From an optimization exercise on the open Yosys and OpenROAD flow, aimed at small area; shortcuts taken in it are not production practice.
Only simulation tests tie the RTL to the original design; equivalence was not proved.
The clock port is modelled as an ideal driver; clocking choices that lean on that would not hold on a real chip.
Power and IR drop assume default switching activity.

## P
==> flow/design.v (excerpt) <==
module xst(
	input		clk_i,
	input		reset_i,
	input		rxd_i,
	input	[63:0]	dat_i,
	input		txreg_we_i,
	input		txregr_we_i,
	input		txreg_oe_i,
	input		txregr_oe_i,
	input	[15:0]	txbaud_i,
	input	[5:0]	bits_i,
	output		txd_o,
	output reg	txc_o,
	output		idle_o,
	output reg [15:0] brg_o,
	output reg [5:0] bits_o,
	output	[63:0]	dat_o
);
==> flow/config.mk <==
export PLATFORM = sky130hd
export DESIGN_NAME = xst
export DESIGN_NICKNAME = xst
export VERILOG_FILES = /design/flow/design.v
export SDC_FILE = /design/flow/constraint.sdc
export NUM_CORES = 4
export LEC_CHECK = 0
export ABC_AREA = 1
export CAP_MARGIN = 20
export CORE_MARGIN = 2
export CORE_UTILIZATION = 65
export PLACE_DENSITY = 0.8
export SLEW_MARGIN = 20
==> flow/constraint.sdc <==
create_clock -name core_clock -period 5.0 [get_ports {clk_i}]
set_input_delay 1.0000 -clock core_clock [delete_from_list [all_inputs] [get_ports {clk_i}]]
set_output_delay 1.0000 -clock core_clock [all_outputs]
set_load 0.01 [all_outputs]
standard.sh (not shown) runs the stock make flow with config.mk's settings and CLKGATE_MAP_FILE= SYNTH_SCRIPT=/design/flow/synth_recipe.tcl, a recipe that flattens the netlist after the stock synthesis.
==> flow/flow/run.sh <==
#!/bin/bash
# Own layout flow: the standard synthesis, then the logic replaced by a hand-mapped netlist
# that keeps the standard synthesis's flip-flops (same instance names and cell type), then the standard flow's
# standard layout with the smallest plain buffer on each port, a leaner clock tree, and clock
# buffers shrunk where the clock slew allows.
set -euo pipefail
W=$PWD
F=$W/flow
R=$W/orfs/results/$FLOW_PLATFORM/xst/base
# 1. standard synthesis, unchanged
bash standard.sh synth > synth.log 2>&1
cp $R/1_2_yosys.v $W/standard_synth.v
# 2. hand-mapped logic around the standard flip-flops
python3 $F/handmap.py $W/standard_synth.v $W/hand.v > handmap.log 2>&1
cp $W/hand.v $R/1_2_yosys.v
rm -f $R/1_synth.odb $R/1_synth.sdc
# 3. the standard layout up to clock tree synthesis
export BUFFER_PORTS_ARGS="-buffer_cell sky130_fd_sc_hd__buf_1"
if [[ -f $F/cts_args ]]; then export CTS_ARGS="$(cat $F/cts_args)"; fi
bash standard.sh cts > layout_cts.log 2>&1
# 4. shrink clock buffers where the slew allows
CLKDOWN_RESULTS=$R CLKDOWN_LIMIT=0.110 openroad -no_init -exit $F/clkdown.tcl > clkdown.log 2>&1
cp $R/4_1_cts.odb $R/4_cts.odb
# 5. the rest of the standard layout
bash standard.sh > layout.log 2>&1
==> flow/flow/handmap.py <==
#!/usr/bin/env python3
"""Write a hand-mapped sky130hd netlist of xst (the logic of rtl/xst.v, gate by gate).

usage: handmap.py STANDARD_NETLIST OUT
The flip-flops keep the instance names the standard synthesis gave them (found by the net on
their Q pin); the script fails if any expected flip-flop is missing there."""
import re
import sys

std = open(sys.argv[1]).read()
flops = {}
for name, body in re.findall(r'sky130_fd_sc_hd__dfxtp_1\s+(\S+)\s*\((.*?)\);', std, re.S):
    pins = {p: v.strip() for p, v in re.findall(r'\.(\w+)\(([^)]*)\)', body)}
    flops[pins['Q'].lstrip('\\').strip()] = name

cells = []
wires = set()
n = [0]


def w(name):
    wires.add(name)
    return name


def cell(typ, out, **pins):
    n[0] += 1
    conns = ', '.join(f'.{p}({v})' for p, v in pins.items())
    cells.append(f'  sky130_fd_sc_hd__{typ} h{n[0]} ({conns}, {out});')


def g(typ, y, **pins):
    cell(typ, f'.Y({y})', **pins)


def gx(typ, x, **pins):
    cell(typ, f'.X({x})', **pins)


used = set()


def ff(q, qnet, d):
    inst = flops[q]
    used.add(q)
    cells.append(f'  sky130_fd_sc_hd__dfxtp_1 {inst} (.CLK(clk_i), .D({d}), .Q({qnet}));')


def srn(i):
    return f'srn_{i}'


g('inv_2', w('rstn'), A='reset_i')
g('nor2_1', w('ld_n'), A='txreg_we_i', B='txregr_we_i')
g('nand2b_1', w('sel_dn'), A_N='reset_i', B='txreg_we_i')
g('inv_2', w('sel_d'), A='sel_dn')
g('nor2_1', w('rw_n'), A='reset_i', B='txreg_we_i')
g('nand2_1', w('sel_rn'), A='rw_n', B='txregr_we_i')
g('inv_2', w('sel_r'), A='sel_rn')
g('inv_2', w('oen'), A='txreg_oe_i')
g('inv_2', w('roen'), A='txregr_oe_i')
g('inv_1', w('srn_64'), A='rxd_i')
g('inv_1', 'txd_o', A=srn(0))

# bit counter: idle
g('nor3_1', w('bz_lo'), A='bits_o[0]', B='bits_o[1]', C='bits_o[2]')
g('nor3_1', w('bz_hi'), A='bits_o[3]', B='bits_o[4]', C='bits_o[5]')
gx('and2_0', 'idle_o', A='bz_lo', B='bz_hi')

# bit-rate counter borrow chain: t[k] = active & brg[k-1:0] == 0, kept as t or ~t by parity
# even k: tn_k = ~t[k]; odd k: t_k = t[k]
prev = 'idle_o'
for k in range(16):
    b = f'brg_o[{k}]'
    if k % 2 == 0:
        g('xnor2_1', w(f'by_{k}'), A=b, B=prev)
        g('nor2_1', w(f't_{k+1}'), A=prev, B=b)
        prev = f't_{k+1}'
    else:
        gx('xor2_1', w(f'by_{k}'), A=b, B=prev)
        g('nand2b_1', w(f'tn_{k+1}'), A_N=b, B=prev)
        prev = f'tn_{k+1}'
# prev = tn_16 = ~sh
g('nor2b_1', w('sh_only'), A='tn_16', B_N='ld_n')    # shift, no load
g('inv_2', w('shn'), A='sh_only')                     # 0: shift
gx('and2_0', w('hold'), A='ld_n', B='tn_16')          # hold (no load, no shift)
g('inv_4', w('hldn'), A='hold')                       # 0: hold
g('nor2_1', w('brg_ld'), A='reset_i', B='hold')
g('nor2_1', w('brg_kp'), A='reset_i', B='hldn')
for k in range(16):
    gx('a22o_1', w(f'brg_d_{k}'), A1='brg_ld', A2=f'txbaud_i[{k}]', B1='brg_kp', B2=f'by_{k}')
    ff(f'brg_o[{k}]', f'brg_o[{k}]', f'brg_d_{k}')

# bit counter: borrow chain started by sh
prev = 'tn_16'
for k in range(6):
    b = f'bits_o[{k}]'
    if k % 2 == 0:
        g('xnor2_1', w(f'uy_{k}'), A=b, B=prev)
        if k < 5:
            g('nor2_1', w(f'u_{k+1}'), A=prev, B=b)
            prev = f'u_{k+1}'
    else:
        gx('xor2_1', w(f'uy_{k}'), A=b, B=prev)
        if k < 5:
            g('nand2b_1', w(f'un_{k+1}'), A_N=b, B=prev)
            prev = f'un_{k+1}'
g('nor2_1', w('bits_ld'), A='reset_i', B='ld_n')
g('nor2b_1', w('bits_kp'), A='reset_i', B_N='ld_n')
for k in range(6):
    gx('a22o_1', w(f'bits_d_{k}'), A1='bits_ld', A2=f'bits_i[{k}]', B1='bits_kp', B2=f'uy_{k}')
    ff(f'bits_o[{k}]', f'bits_o[{k}]', f'bits_d_{k}')

# half-bit compare: brg_o == {1'b0, txbaud_i[15:1]}
for k in range(15):
    gx('xor2_1', w(f'ne_{k}'), A=f'brg_o[{k}]', B=f'txbaud_i[{k+1}]')
g('nor4_1', w('eq_0'), A='ne_0', B='ne_1', C='ne_2', D='ne_3')
g('nor4_1', w('eq_1'), A='ne_4', B='ne_5', C='ne_6', D='ne_7')
g('nor4_1', w('eq_2'), A='ne_8', B='ne_9', C='ne_10', D='ne_11')
g('nor4_1', w('eq_3'), A='ne_12', B='ne_13', C='ne_14', D='brg_o[15]')
gx('and4_1', w('half'), A='eq_0', B='eq_1', C='eq_2', D='eq_3')

# txc
g('nor2_1', w('b12z'), A='bits_o[1]', B='bits_o[2]')
g('nand3_1', w('onen'), A='bits_o[0]', B='b12z', C='bz_hi')   # bits_o != 1
g('mux2i_1', w('txc_mn'), A0='onen', A1='txc_o', S='tn_16')    # ~(sh ? bits_o != 1 : txc_o)
g('a211oi_1', w('txc_d'), A1='ld_n', A2='txc_mn', B1='half', C1='reset_i')
ff('txc_o', 'txc_o', 'txc_d')

# shift register, kept inverted
for i in range(64):
    w(srn(i))
    g('o221ai_1', w(f'x_{i}'), A1='shn', A2=srn(i + 1), B1='hldn', B2=srn(i), C1='rstn')
    g('a221oi_1', w(f'sr_d_{i}'), A1='sel_d', A2=f'dat_i[{i}]', B1='sel_r', B2=f'dat_i[{63 - i}]', C1=f'x_{i}')
    ff(f'srn[{i}]', srn(i), f'sr_d_{i}')
    g('o22ai_1', f'dat_o[{i}]', A1='oen', A2=srn(i), B1='roen', B2=srn(63 - i))

missing = set(flops) - used
if missing or len(used) != 87:
    sys.exit(f'flip-flops not matched: {sorted(missing)} / used {len(used)}')

out = ['module xst(clk_i, reset_i, rxd_i, dat_i, txreg_we_i, txregr_we_i, txreg_oe_i, txregr_oe_i,'
       ' txbaud_i, bits_i, txd_o, txc_o, idle_o, brg_o, bits_o, dat_o);',
       '  input clk_i; input reset_i; input rxd_i; input [63:0] dat_i;',
       '  input txreg_we_i; input txregr_we_i; input txreg_oe_i; input txregr_oe_i;',
       '  input [15:0] txbaud_i; input [5:0] bits_i;',
       '  output txd_o; output txc_o; output idle_o; output [15:0] brg_o; output [5:0] bits_o;',
       '  output [63:0] dat_o;']
out += [f'  wire {x};' for x in sorted(wires)]
out += cells
out.append('endmodule')
open(sys.argv[2], 'w').write('\n'.join(out) + '\n')
Other scripts of this flow, unchanged in this note and not shown: flow/flow/clkdown.tcl, flow/flow/cts_args
Input changes introduced in Q (baseline for comparison: P):
Settings: setting GPL_TIMING_DRIVEN to 0 for the first time.
diff --git a/flow/flow/handmap.py b/flow/flow/handmap.py
--- a/flow/flow/handmap.py
+++ b/flow/flow/handmap.py
@@ -87,4 +87,4 @@
 g('inv_4', w('hldn'), A='hold')                       # 0: hold
-g('nor2_1', w('brg_ld'), A='reset_i', B='hold')
-g('nor2_1', w('brg_kp'), A='reset_i', B='hldn')
+g('nor2_2', w('brg_ld'), A='reset_i', B='hold')
+g('nor2_2', w('brg_kp'), A='reset_i', B='hldn')
 for k in range(16):
==> summary.txt <==
- Per the comparison of Q with P, share of power burned in registers went up; clock skew after layout did not really move.
- Between P and Q, the maximum VDD drop is higher for P.
- Looking at P and Q, the initial core utilization is a wash.
- P has lower routability congestion estimate than Q.
- [Q] met2 usage fell 3.9 points relative to P
- Cell count, Q vs P: down slightly
- Relative to P, the critical-path maximum fanout measured on Q has increased by more than 100%.
- Wire length of the first global-routing pass shrinks by a few percent when moving from P to Q.
- The pre-CTS setup slack of Q was superior to that of P.

## afterwards: timing with drivers on the ports
How much do the figures lean on ideal ports? The routed layouts below were timed once more, with nothing changed but the port constraints. Step 1: set_driving_cell puts a clkbuf_16 on clk_i and a buf_2 on each other input, an assumption about the parent block. Step 2 moves the port delays by t, midway between the first and last clock arrival at a register: inputs arrive t later, outputs are due t later. That takes back most of the time a late clock gives input paths. a / b / c = ideal ports / drivers / drivers and shift; a / b = the first two.
run | shift t [ns] | setup slack, ns | worst slew at a driven data input, ns | pins driven straight from the clock port
P | 0.449 | 0.276 / 0.276 / 0.276 | 0.06 | 1
Q | 0.442 | 0.357 / 0.357 / 0.357 | 0.06 | 1
After both steps every run listed still meets setup and hold.
